This is an optimization exercise on Yosys and OpenROAD, whose aim is small area, a short achievable clock period and few clock cycles per item, not a production implementation.
The RTL was checked by simulation tests, not by an equivalence proof against the original design.
Power is estimated from default activity; no workload was simulated.

== the reference run ==
## net_proc
module net_proc (
    input logic clk,
    input logic start,
    output logic done,
    output logic [3:0] max_idx_10,
    input logic ext_mem_rst,
    input logic ext_mem_we,
    input logic [7:0] ext_mem_wdata,
    output logic [12:0] inst_addr,
    input logic [237:0] inst_data,
    output logic res_valid,
    output logic [7:0] res_data
);
For scale: about 24,000 cells after synthesis, about 280 I/O pins.
Settings: LEC_CHECK=0, CAP_MARGIN=20, CORE_MARGIN=2, CORE_UTILIZATION=40, SLEW_MARGIN=20, SYNTH_MEMORY_MAX_BITS=16384; clock period 10.0 ns.
standard.sh (not shown) runs the stock make flow with config.mk's settings and CLKGATE_MAP_FILE= SYNTH_SCRIPT=/design/flow/synth_recipe.tcl, a recipe that flattens the netlist after the stock synthesis.
==> flow/flow/run.sh <==
#!/bin/bash
set -euo pipefail
MARGIN=${MARGIN:-6.3}
CTS="-sink_clustering_enable -repair_clock_nets -sink_clustering_size 18 -sink_clustering_max_diameter 50 -sink_clustering_buffer sky130_fd_sc_hd__clkbuf_8 -dont_use_dummy_load"
DONT=$(awk '/^export DONT_USE_CELLS \+=/ {on=1; sub(/^export DONT_USE_CELLS \+=/, "")}
           on {c = ($0 ~ /\\$/); sub(/\\$/, ""); printf "%s ", $0; if (!c) on=0}' \
       "$FLOW_HOME/platforms/$FLOW_PLATFORM/config.mk" | tr -s ' ')
DONT="$DONT sky130_fd_sc_hd__clkinvlp_2 sky130_fd_sc_hd__clkinvlp_4"
W=$(pwd)
R=$W/orfs/results/$FLOW_PLATFORM/net_proc/base
bash standard.sh "$R/1_2_yosys.v" > "$W/synth.log" 2>&1
cp "$R/1_2_yosys.v" "$W/1_2_yosys.std.v"
python3 flow/fapol.py "$W/1_2_yosys.std.v" "$W/1_2_yosys.pol.v" > "$W/fapol.log" 2>&1
cp "$W/1_2_yosys.pol.v" "$R/1_2_yosys.v"
echo "DONT_USE_CELLS=$DONT" > "$W/dont_use.log"
bash standard.sh "SETUP_SLACK_MARGIN=$MARGIN" "CTS_ARGS=$CTS" "DONT_USE_CELLS=$DONT" finish > "$W/finish.log" 2>&1
Other scripts of this flow, unchanged in this note and not shown: flow/flow/fapol.py
Testbench counts of the reference run, summed over its fixed seeds: cycles 47,556, inferences 12.
What the trial run does differently from the reference run at the input level:
diff --git a/flow/design.v b/flow/design.v
--- a/flow/design.v
+++ b/flow/design.v
@@ -8297,35 +8297,42 @@
                     assign hid[k][j] = '0;
                 end
             end
         end
     endgenerate
     logic [4:0] ph, ph_n1;      
     logic       inj_active, inj_last;
     logic [26:0] inj_q;         
     logic [28:0][26:0][7:0] ring;
-    logic [5:0] dch_n;
-    assign dch_n = {1'b0, wp_ch} - {1'b0, ph_n1};
+    logic [5:0] dq;             
+    logic [26:0] lt_wp;         
+    logic [26:0] gt_wp;         
     always_ff @(posedge clk) begin
         if (ext_mem_rst) begin
             ph <= 5'd0;
             ph_n1 <= 5'd1;
             inj_active <= 1'b1;
+            dq <= 6'd0 - 6'd1;
         end else begin
             ph <= ph_n1;
             ph_n1 <= (ph_n1 == 28) ? 5'd0 : ph_n1 + 5'd1;
             if (inj_last) inj_active <= 1'b0;
+            dq <= dq + ((we_q && wp_j == 26) ? 6'd1 : 6'd0) - ((ph_n1 == 28) ? 6'd0 - 6'd28 : 6'd1);
+        end
+        for (int j = 0; j < 27; j++) begin
+            lt_wp[j] <= j < wp_j_n;
+            gt_wp[j] <= j > wp_j_n;
         end
         inj_last <= inj_active && ph_n1 == 28 && wp_ch == 29 && !ext_mem_rst;
         for (int j = 0; j < 27; j++)
             inj_q[j] <= inj_active && !ext_mem_rst &&
-                        ((dch_n == 1) || (dch_n == 2) || (dch_n == 3) ||
-                         (dch_n == 0 && j < wp_j) || (dch_n == 4 && j > wp_j));
+                        ((dq == 1) || (dq == 2) || (dq == 3) ||
+                         (dq == 0 && lt_wp[j]) || (dq == 4 && gt_wp[j]));
     end
     logic [26:0][7:0] hidB;      
     always_comb begin
         for (int j = 0; j < 27; j++) begin
             case (ph[1:0])
                 2'd0: hidB[j] = hid[0][j][7:0];
                 2'd1: hidB[j] = hid[1][j][7:0];
                 2'd2: hidB[j] = hid[2][j][7:0];
                 default: hidB[j] = hid[3][j][7:0];
No stage failed in the trial run, and the final checks on the layout all came back clean. The lower largest fanout on the critical path of the trial run and the reference run is in the trial run. The trial run ends up with higher number of nets in the synthesized netlist than the reference run does. In the trial run, the HPWL after detailed placement came out 3900 um below the value in the reference run. Changes observed in the trial run relative to the reference run: highest achievable clock rate saw an increase; wire length of the first global-routing pass saw little to no change. The fraction of power consumed by combinational cells of the trial run is higher than that of the reference run. ~same die boundary height in the trial run and the reference run. There was hardly any difference in remaining antenna violation count between the trial run and the reference run. Higher post-route cell area among the trial run and the reference run: the trial run. Against the reference run, the trial run comes in 0.70% lower on wire length per cell after detailed routing. The trial run has fraction of area in registers above what the reference run had. Die area | the trial run > the reference run. Overall power consumption (lower): the reference run.
Testbench counts of the trial run, summed over its fixed seeds: cycles 47,556, inferences 12.

==> separate check: timing with driven ports <==
The results above use ideal ports. As a check the final layouts listed here were re-extracted and re-timed, cells and wires unchanged.
Step 1, drivers: a clkbuf_16 drives clk and a buf_2 each remaining input, both assumed.
Step 2, shift: input delay + t, output delay - t, t = (earliest + latest rising clock arrival at the registers) / 2. This alone moves slack from input paths to output paths.
Three values: ideal ports, drivers, drivers and shift; two values: the first two.
run	shift t [ns]	setup WS [ns]	worst setup path after step 2
the reference run	1.203	6.198 / 6.066 / 4.863	input to register
the trial run	1.221	6.234 / 6.018 / 4.797	input to register
After both steps setup and hold are still met in every run listed. For the trial run, which loses most, drivers alone change the setup slack by -0.216 ns; drivers and shift together by -1.437 ns.
